This is an optimization exercise on Yosys and OpenROAD, whose aim is a short achievable clock period and few clock cycles, not a production implementation.
Function was checked by simulation only, so behaviour that the tests miss may differ from the original.
Power and IR drop assume default switching activity.

**flow/design.v**
```verilog
`timescale 1ns / 1ps
module immgen(
  input [2:0] imm_sel,
  input [31:7] inst,
  output [31:0] imm
);
assign imm = (imm_sel == 3'b000) ? {{21{inst[31]}}, inst[30:20]} :  
             (imm_sel == 3'b001) ? {{21{inst[31]}}, inst[30:25], inst[11:7]} :  
             (imm_sel == 3'b010) ? {{20{inst[31]}}, inst[7], inst[30:25],inst[11:8], 1'b0}  :  
             (imm_sel == 3'b011) ? {inst[31], inst[30:12], 12'b0} :  
             {{12{inst[31]}}, inst[19:12], inst[20], inst[30:21], 1'b0};  
endmodule
`timescale 1ns / 1ps
module regfile(
    input [4:0] a_rs1,
	output [31:0] rs1,
	input [4:0] a_rs2,
	output [31:0] rs2,
	input [4:0] a_rd,
	input [31:0] rd,
	input we, 
	input clk 
);
reg [31:0] regfile [31:0];  
assign rs1 = a_rs1!=0 ? regfile[a_rs1] : 0;
assign rs2 = a_rs2!=0 ? regfile[a_rs2] : 0;
always @(posedge clk) begin
	if (we)
		regfile[a_rd] <= rd;
end
endmodule
`timescale 1ns / 1ps
module branchcomp (
    input [31:0] a, 
    input [31:0] b,
    input br_un,
    output br_eq,
	output br_lt
);
wire [31:0] b_n;
wire [31:0] addout;
wire cout;
assign br_eq = a == b;
assign b_n = ~b;
assign addout = a + b_n + 1;
assign br_lt = (a[31] == b[31]) ? addout[31] :
                (br_un) ? b[31] : 
                a[31];
endmodule
`timescale 1ns / 1ps
module alu (
    input [31:0] a, b,
    input [3:0] aluop,
    output [31:0] result
);    
    wire [31:0] logicout;  
    wire [31:0] addout;  
    wire [31:0] arithout;  
    wire [31:0] n_b;  
    wire [31:0] sel_b;  
    wire [31:0] sltu_slt;  
    wire [31:0] sll;  
    wire [32:0] shift_right;  
    wire cout;  
assign shift_right = $signed({(aluop[3]) ? a[31] : 1'b0, a[31:0]}) >>> b[4:0];
assign logicout = (aluop[1:0] == 2'b00) ? a ^ b :
                  (aluop[1:0] == 2'b10) ? a | b :
                  (aluop[1:0] == 2'b11) ? a & b :
                  shift_right[31:0];
assign n_b = ~b;
assign sel_b = (aluop[3] | aluop[1]) ? n_b : b;
assign addout = a + sel_b + {31'b0, (aluop[3] | aluop[1])};
assign sltu_slt = (a[31] == b[31]) ? {31'b0, addout[31]} :
                  (aluop[0]) ? {31'b0, b[31]} : 
                  {31'b0, a[31]};
assign sll = a << b[4:0];
assign arithout = (aluop[1:0] == 2'b00) ? addout :
                  (aluop[1:0] == 2'b01) ? sll :
                  sltu_slt;
assign result = (aluop[2]) ? logicout : arithout;
endmodule
`timescale 1ns / 1ps
module loadstoreunit(
    input [2:0] funct3,
    input [31:0] data_w, addr, data_rdata,
    input mem_rw,
    output [31:0] data_r, data_addr, data_wdata,
    output [3:0] data_we
);
localparam [1:0] LB_LBU = 2'b00;
localparam [1:0] LH_LHU = 2'b01;
localparam [1:0] LW = 2'b10;
localparam [1:0] SB = 2'b00;
localparam [1:0] SH = 2'b01;
localparam [1:0] SW = 2'b10;
localparam [1:0] BYTE_0 = 2'b00;
localparam [1:0] BYTE_1 = 2'b01;
localparam [1:0] BYTE_2 = 2'b10;
localparam [1:0] BYTE_3 = 2'b11;
wire [7:0] lb_sel;
wire [31:0] lb_s_u; 
wire [15:0] lh_sel;
wire [31:0] lh_s_u;
wire [3:0] we_sb_sel, we_sh_sel, we_sel;
assign data_addr = {addr[31:2], 2'b0};
assign lb_sel = (addr[1:0] == BYTE_0) ? data_rdata[7:0] :
                (addr[1:0] == BYTE_1) ? data_rdata[15:8] :
                (addr[1:0] == BYTE_2) ? data_rdata[23:16] :
                data_rdata[31:24];  
assign lb_s_u = funct3[2] ? {24'b0, lb_sel} : {{24{lb_sel[7]}}, lb_sel};
assign lh_sel = addr[1] ? data_rdata[31:16] : data_rdata[15:0];
assign lh_s_u = funct3[2] ? {16'b0, lh_sel} : {{16{lh_sel[15]}}, lh_sel};
assign data_r = (funct3[1:0] == LB_LBU) ? lb_s_u :
             (funct3[1:0] == LH_LHU) ? lh_s_u :
             data_rdata;  
assign data_wdata = (funct3[1:0] == SB) ? {4{data_w[7:0]}} :
                    (funct3[1:0] == SH) ? {2{data_w[15:0]}} :
                    data_w;  
assign we_sb_sel = (addr[1:0] == BYTE_0) ? 4'b0001 :
                   (addr[1:0] == BYTE_1) ? 4'b0010 :
                   (addr[1:0] == BYTE_2) ? 4'b0100 :
                   4'b1000;  
assign we_sh_sel = addr[1] ? 4'b1100 : 4'b0011;
assign we_sel = (funct3[1:0] == SB) ? we_sb_sel :
                (funct3[1:0] == SH) ? we_sh_sel :
                4'b1111;  
assign data_we = mem_rw ? we_sel : 4'b0000;
endmodule
`timescale 1ns / 1ps
module controlunit(
	input [4:0] opcode,
	input [2:0] funct3,
	input funct7,
	input br_eq,
	input br_lt,
	output pc_sel,
	output [2:0] imm_sel,
	output reg_wen,
	output br_un,
	output [1:0] a_sel,
	output b_sel,
	output [3:0] alu_sel,
	output mem_rw,
	output [1:0] wb_sel,
	output trap
);
localparam [4:0] LOAD = 5'b00000;
localparam [4:0] OP_IMM = 5'b00100;
localparam [4:0] AUIPC = 5'b00101;
localparam [4:0] STORE = 5'b01000;
localparam [4:0] OP = 5'b01100;
localparam [4:0] LUI = 5'b01101;
localparam [4:0] BRANCH = 5'b11000;
localparam [4:0] JALR = 5'b11001;
localparam [4:0] JAL = 5'b11011;
localparam [4:0] SYSTEM = 5'b11100;
localparam [2:0] BEQ = 3'b000;
localparam [2:0] BNE = 3'b001;
localparam [2:0] BLT = 3'b100;
localparam [2:0] BGE = 3'b101;
localparam [2:0] BLTU = 3'b110;
localparam [2:0] BGEU = 3'b111;
localparam [2:0] SRAI_SRLI = 3'b101;
wire branch_taken;
wire alu4_imm;  
assign pc_sel = ((opcode == JALR) | (opcode == JAL) | branch_taken);
assign branch_taken = ((opcode == BRANCH) & (funct3 == BEQ) & br_eq) |
					  ((opcode == BRANCH) & (funct3 == BNE) & ~br_eq) | 
					  ((opcode == BRANCH) & (funct3 == BLT) & br_lt) |
					  ((opcode == BRANCH) & (funct3 == BLTU) & br_lt) |
					  ((opcode == BRANCH) & (funct3 == BGE) & ~br_lt) |
					  ((opcode == BRANCH) & (funct3 == BGEU) & ~br_lt);
assign imm_sel = (opcode == STORE) ? 3'b001 :  
				 (opcode == BRANCH) ? 3'b010 :  
				 ((opcode == AUIPC) | (opcode == LUI)) ? 3'b011 :  
				 (opcode == JAL) ? 3'b101 :  
				 3'b000;  
assign reg_wen = ~((opcode == STORE) | (opcode == BRANCH));
assign br_un = (opcode == BRANCH) & funct3[1];
assign a_sel = (opcode == LUI) ? 2'b10 :
			   (opcode == AUIPC) | (opcode == BRANCH) | (opcode == JAL) ? 2'b01 :
			   2'b00;
assign b_sel = (opcode == OP);
assign alu4_imm = (funct3[2:0] == SRAI_SRLI) ? funct7 : 1'b0;
assign alu_sel = (opcode == OP) ? {funct7, funct3[2:0]} : 
				 (opcode == OP_IMM) ? {alu4_imm, funct3[2:0]} : 
				 4'b0000;  
assign mem_rw = (opcode == STORE);
assign wb_sel = (opcode == LOAD) ? 2'b00 :  
				((opcode == JALR) | (opcode == JAL)) ? 2'b10 : 
				2'b01;  
assign trap = (opcode == SYSTEM);  
endmodule
`timescale 1ns / 1ps
module rv32i(
   input clk,
	input reset,
   input  [31:0] inst_rdata,
   output [31:0] inst_addr,
   input [31:0] data_rdata,
   output [31:0] data_addr,
   output [31:0] data_wdata,
   output [3:0] data_we,
   output trap
);
wire [31:0] inst;  
reg [31:0] pc;  
wire [31:0] pc_next;  
wire [31:0] pc_plus_4;  
wire [31:0] wb;
wire [31:0] rs1;
wire [31:0] rs2;
wire [4:0] a_rs1;
wire [31:0] imm; 
wire [31:0] a;  
wire [31:0] b;  
wire [31:0] alu;  
wire [31:0] mem;  
wire pc_sel;  
wire [2:0] imm_sel;
wire reg_wen;
wire br_un;
wire br_eq;
wire br_lt;
wire [1:0] a_sel;  
wire b_sel;  
wire [3:0] alu_sel;
wire mem_rw;
wire [1:0] wb_sel;  
always @ (posedge clk) begin
	if (reset) pc <= 32'b0;  
	else pc <= pc_next;  
end
assign pc_plus_4 = pc + 4; 
assign pc_next = pc_sel ? alu : pc_plus_4;
assign inst = inst_rdata;
assign inst_addr = pc;
immgen i_imm (
   .imm_sel(imm_sel),
   .inst(inst[31:7]),
   .imm(imm));
regfile i_regf (
   .a_rs1(inst[19:15]),
   .a_rs2(inst[24:20]),
   .a_rd(inst[11:7]),
   .rs1(rs1),
   .rs2(rs2),
   .rd(wb),
   .we(reg_wen),
   .clk(clk));
branchcomp i_branchcomp(
   .a(rs1),
   .b(rs2),
   .br_un(br_un),
   .br_eq(br_eq),
   .br_lt(br_lt));
assign a = (a_sel == 2'b00) ? rs1 : 
           (a_sel == 2'b01) ? pc :
           32'b0;
assign b = b_sel ? rs2 : imm;
alu i_alu (
   .a(a),
   .b(b),
   .result(alu),
   .aluop(alu_sel));	
loadstoreunit i_lsu(
   .funct3(inst[14:12]),
   .data_r(mem),
   .addr(alu),
   .mem_rw(mem_rw),
   .data_w(rs2),
   .data_rdata(data_rdata),
   .data_addr(data_addr),
   .data_we(data_we),
   .data_wdata(data_wdata));
assign wb = (wb_sel == 2'b00) ? mem :
            (wb_sel == 2'b01) ? alu :
            pc_plus_4;
controlunit i_cont (
   .opcode(inst[6:2]),
	.funct3(inst[14:12]),
	.funct7(inst[30]),
	.br_eq(br_eq),
	.br_lt(br_lt),
	.pc_sel(pc_sel),
	.imm_sel(imm_sel),
	.reg_wen(reg_wen),
	.br_un(br_un),
	.a_sel(a_sel),
	.b_sel(b_sel),
	.alu_sel(alu_sel),
	.mem_rw(mem_rw),
	.wb_sel(wb_sel),
   .trap(trap));
endmodule
```
**flow/run.sh**
```bash
#!/bin/bash
# synth_recipe.tcl (not shown) runs the flow's synth.tcl, then flattens the netlist and writes it again
# the make line also repeats each setting of config.mk as NAME=value (left out here)
make -C /OpenROAD-flow-scripts/flow DESIGN_CONFIG=/design/flow/config.mk WORK_HOME=/design/flow/orfs CLKGATE_MAP_FILE= SYNTH_SCRIPT=/design/flow/synth_recipe.tcl finish
```
**flow/config.mk**
```make
export PLATFORM = sky130hd
export DESIGN_NAME = rv32i
export DESIGN_NICKNAME = rv32i
export VERILOG_FILES = /design/flow/design.v
export SDC_FILE = /design/flow/constraint.sdc
export NUM_CORES = 4
export LEC_CHECK = 0
export CAP_MARGIN = 20
export CORE_MARGIN = 2
export CORE_UTILIZATION = 40
export SETUP_SLACK_MARGIN = 0.3
export SLEW_MARGIN = 20
```
**flow/constraint.sdc**
```tcl
create_clock -name core_clock -period 11.0 [get_ports {clk}]
set_input_delay 2.2000 -clock core_clock [delete_from_list [all_inputs] [get_ports {clk}]]
set_output_delay 2.2000 -clock core_clock [all_outputs]
set_load 0.01 [all_outputs]
```
==> impl_summary.txt <==
----------------------------------------------------
[Run status]
  Outcome ... complete, no violations

[Setup path]
  Worst Path Arrival ... between 8 and 9 ns
  Critical path data required time ... just under 9 ns
  Reg2Reg Setup Slack ... 4.10 ns
  Kind of cell with the highest combined delay on the critical path ... compound AO/OA/AOI/OAI gates
  CP Class ... input pin to output pin
  Critical path's largest stage delay ... 0.88 ns
  Worst path cell trace ... buf_8 -> buf_12 -> mux4_2 -> mux4_2 -> nand2_1 -> a21oi_1 -> o221ai_1 -> buf_4 -> xnor2_1 -> ha_1 -> a21o_1 -> a21o_1 -> a221oi_1 -> or2_2 -> nand3_1 -> a21oi_2 -> xnor2_1 -> a32oi_1 -> a21oi_1 -> clkdlybuf4s50_1
  CP Launch Type ... input pin
  Largest driver fanout on the critical path ... 75
  Critical Path Sink Type ... output pin
  Slowest-stage cell, CP ... sky130_fd_sc_hd__a21oi_1
  Critical path buffer and inverter count ... 4

[Timing]
  Fmax ... approximately 0.095 GHz
  Part of the cycle the worst path needs ... between 90% and 100%
  Worst hold margin ... roughly 0.73 ns
  Number of hold-slack violations in the final timing report ... 0
  Final-report setup violation count ... 0
  Final Max Tran Viols ... 0
  Pin slew with the least headroom to its limit ... 1.12 ns
  Setup repair after global routing missed its margin ... true
  Fin Clk Skew ... 0.0425 ns
  Worst-case headroom to the max-slew limit ... between 20% and 30%
  Final worst path period need ... about 11 ns
  Setup TNS ... 0 ns

[GRT]
  Number of global-route vias before repair ... between 40,000 and 50,000
  Overall overflow remaining after global route ... 0
  First-pass GRT wire length ... roughly 350,000 um
  All-layer global routing usage ... between 30 and 40%
  Number of antenna violations at the first check in global routing ... 14
  Pin count of the biggest net entering global routing ... between 70 and 80

[CTS]
  Largest buffer count on any clock path ... 3
  Sinks on Clock Net ... between 1,000 and 1,500
  Clock-pin slew on the worst setup and hold paths ... approximately 0.090 ns
  H-tree depth reported by CTS ... 3
  Clk Latency, worst-skew pair ... approximately 0.76 ns
  Inserted Clock Buffers ... ~110
  CTS Root Cell ... sky130_fd_sc_hd__clkbuf_16
  CTS tree ... done

[Floorplanning]
  Floorplan die height ... around 400 um
  Die X-Extent ... ~400 um
  Total core area ... between 0.15 and 0.2 mm^2
  Starting density of the core ... between 40% and 50%
  Area enclosed by the die boundary ... between 0.15 and 0.2 mm^2
  Top-level port count ... around 170
  Count of standard-cell rows ... 143

[Synth]
  Proportion of synthesized area in mux cells ... between 20% and 30%
  Sequential share of the synthesized area ... 51.2%
  Synth cell types ... roughly 110
  Number of warnings issued by yosys ... 2
  Number of enable-type register cells in the synthesized netlist ... approximately 1,000
  Synth Area in Simple Gates ... ~6.1%
  Share of synthesized cell area in full adder, half adder and majority cells ... under 10%
  Dominant combinational cell family by area after synthesis ... multiplexers
  Synth Instances ... between 4,000 and 5,000
  XOR/XNOR Fraction of Synth Area ... under 10%
  Synthesized-area fraction occupied by ao, oa, aoi and oai cells ... 11.9%
  Count of state elements after synthesis ... 1,056
  Share of flip-flops with an asynchronous set or reset ... 0%
  Mapped Area ... between 0.06 and 0.07 mm^2
  Average footprint of a synthesized cell ... 13.6 um^2
  Most instantiated flip-flop cell in the synthesis netlist ... sky130_fd_sc_hd__edfxtp_1

[Placement]
  Hpwl dp ... 173,000 um
  RD Place Congestion ... 1.09
  Area of placed instances ... around 0.067 mm^2
  Port bufs ... around 160

[Routing]
  Post-detailed-route DRC marker count ... 0
  Vias after detailed routing ... ~47,000
  Routed length per instance ... between 30 and 40 um
  Number of vias per cell ... a little under 7
  Drt total wl ... 256,000 um
  Remaining number of nets flagged by the antenna check after routing ... 0
  Number of iterations in the first detailed-routing pass ... 8
  Initial drt markers ... approximately 6,800

[Power]
  PwrDens ... about 170 mW/mm^2
  Worst vdd rail ir drop ... 0.134 mV
  Static power due to leakage ... 24.9 nW
  Pwr Total ... roughly 12 mW

[Layout]
  Post-route core utilization ... a little under half
  Top library cells by usage in the layout, fill and taps aside ... sky130_fd_sc_hd__edfxtp_1, sky130_fd_sc_hd__mux2i_1, sky130_fd_sc_hd__buf_4, sky130_fd_sc_hd__mux4_2, sky130_fd_sc_hd__nand2_1
  Layout cell share with drive strength beyond 1 ... roughly a quarter
  Syn-to-layout area delta ... 15.3%
  Most common cell after layout, fill and taps aside ... sky130_fd_sc_hd__edfxtp_1
  Final standard cell area without fillers ... 0.0708 mm^2
  Nets@finish ... about 5,000

[Min path]
  Min-delay worst type ... flop to flop

[Flow run]
  Number of max-cap violations ... 0

----------------------------------------------------
## worst min-delay path, cell delays in order (launching register included)
cell                      delay (ns)
sky130_fd_sc_hd__dfxtp_1        0.46
sky130_fd_sc_hd__mux2i_1        0.19
sky130_fd_sc_hd__nor2_1         0.05
## state kept, by name (all words and copies together) (netlist names)
name,count
pc,32
i_regf.regfile,1024
## power breakdown
part | internal [mW] | total (mW) | switching, mW
clock | 1.99 | 3.61 | 1.62
combinational | 1.18 | 3.52 | 2.34
sequential | 5.07 | 5.14 | 0.0655
## synthesized netlist by cell type (29+ instances only)
master                     number  area share, %
sky130_fd_sc_hd__edfxtp_1    1024             50
sky130_fd_sc_hd__nor2_1       233            1.4
sky130_fd_sc_hd__nand2b_1      29           0.30
sky130_fd_sc_hd__o21ai_0      148            1.2
sky130_fd_sc_hd__nand4_1       31           0.32
sky130_fd_sc_hd__ha_1         128            2.6
sky130_fd_sc_hd__dfxtp_1       32            1.0
sky130_fd_sc_hd__nand2_1      222            1.4
sky130_fd_sc_hd__nand3_1       99           0.81
sky130_fd_sc_hd__mux2_2        63            1.2
sky130_fd_sc_hd__a221oi_1      41           0.59
sky130_fd_sc_hd__a21o_1        38           0.46
sky130_fd_sc_hd__inv_1         92           0.56
sky130_fd_sc_hd__a211oi_1      58           0.71
sky130_fd_sc_hd__buf_1         29           0.18
sky130_fd_sc_hd__o221ai_1      37           0.53
sky130_fd_sc_hd__o211ai_1      78           0.95
sky130_fd_sc_hd__buf_6         44           0.81
sky130_fd_sc_hd__a21oi_1      184            1.5
sky130_fd_sc_hd__o22ai_1       49           0.50
sky130_fd_sc_hd__mux2i_1      495            8.1
sky130_fd_sc_hd__clkbuf_1     155           0.95
sky130_fd_sc_hd__xor2_1        33           0.47
sky130_fd_sc_hd__mux4_2       371             14
sky130_fd_sc_hd__a22oi_1      176            2.2
sky130_fd_sc_hd__xnor2_1       53           0.76
sky130_fd_sc_hd__buf_2         91           0.74
## cells by family after synthesis
group / after synthesis
AO/OA/AOI/OAI: 1036
adder cells (fa/ha/maj): 129
other: 1
XOR/XNOR: 87
multiplexers: 934
AND/OR/NAND/NOR: 787
buffers and inverters: 472
flip-flops: 1056
## metrics by stage
step                cells  setup slack [ns]
finish               6950             0.439
global route         6944             0.274
CTS                  6941             0.347
detailed placement   6744             0.362
global placement     6743             0.304
floorplan            4503             0.963
## final cells by class
class                      instances  area [um^2]
antenna                            7         17.5
timing repair buffer             567         4950
fill                           13472        81300
sequential                      1056        31400
clock inverter                    75          659
clock buffer                     122         2760
inverter                         118          445
tap                             2030         2540
multi-input combinational       2975        28000
## path summary, 6_finish.rpt
kind	from	end	cells past startpoint
worst max-delay path	inst_rdata[21]	data_addr[27]	20
worst min-delay path	pc[1]	pc[1]	2
worst max register to register	i_regf.regfile[27][7]	i_regf.regfile[19][21]	25
worst min register to register	pc[1]	pc[1]	2
## layer usage
| metal | wire length, um | up-vias | track usage [%] |
|---|---|---|---|
| li1 | - | 18832 | - |
| met4 | 18500 | 4 | 20.0 |
| met1 | 94900 | 23911 | 41.4 |
| met3 | 28700 | 778 | 7.42 |
| met5 | 25 | - | 0 |
| met2 | 114000 | 3208 | 48.8 |
## what timing repair did
item                                    in CTS  in global routing
endpoints found under the setup margin       0                 18
setup buffers                                0                  2
hold buffers                                 0                  0
gates resized for setup                      0                 20
Testbench counts, summed over its fixed seeds: cycles 126,595.

re-timing with driven ports:
How much do the figures lean on ideal ports? The routed layout below was timed once more, with nothing changed but the port constraints. Step 1: set_driving_cell puts a clkbuf_16 on clk and a buf_2 on each other input, an assumption about the parent block. Step 2 times the ports against the registers' clock, not the clock port: input delays grow and output delays shrink by t, the midpoint of the rising clock arrivals with the driver on. Slacks: ideal ports / drivers / drivers and shift; pairs: ideal ports / drivers.
t (ns): 0.815
setup slack, ns: 0.439 / 0.389 / 0.389
hold slack, ns: 0.732 / 0.732 / 0.732
clock arrival spread, ns: 0.043 / 0.043
slew at the worst register clock pin (ns): 0.09 / 0.09
After both steps setup and hold are still met in this run. The setup slack of this run moves by -0.050 ns with the drivers and by -0.050 ns with both steps.
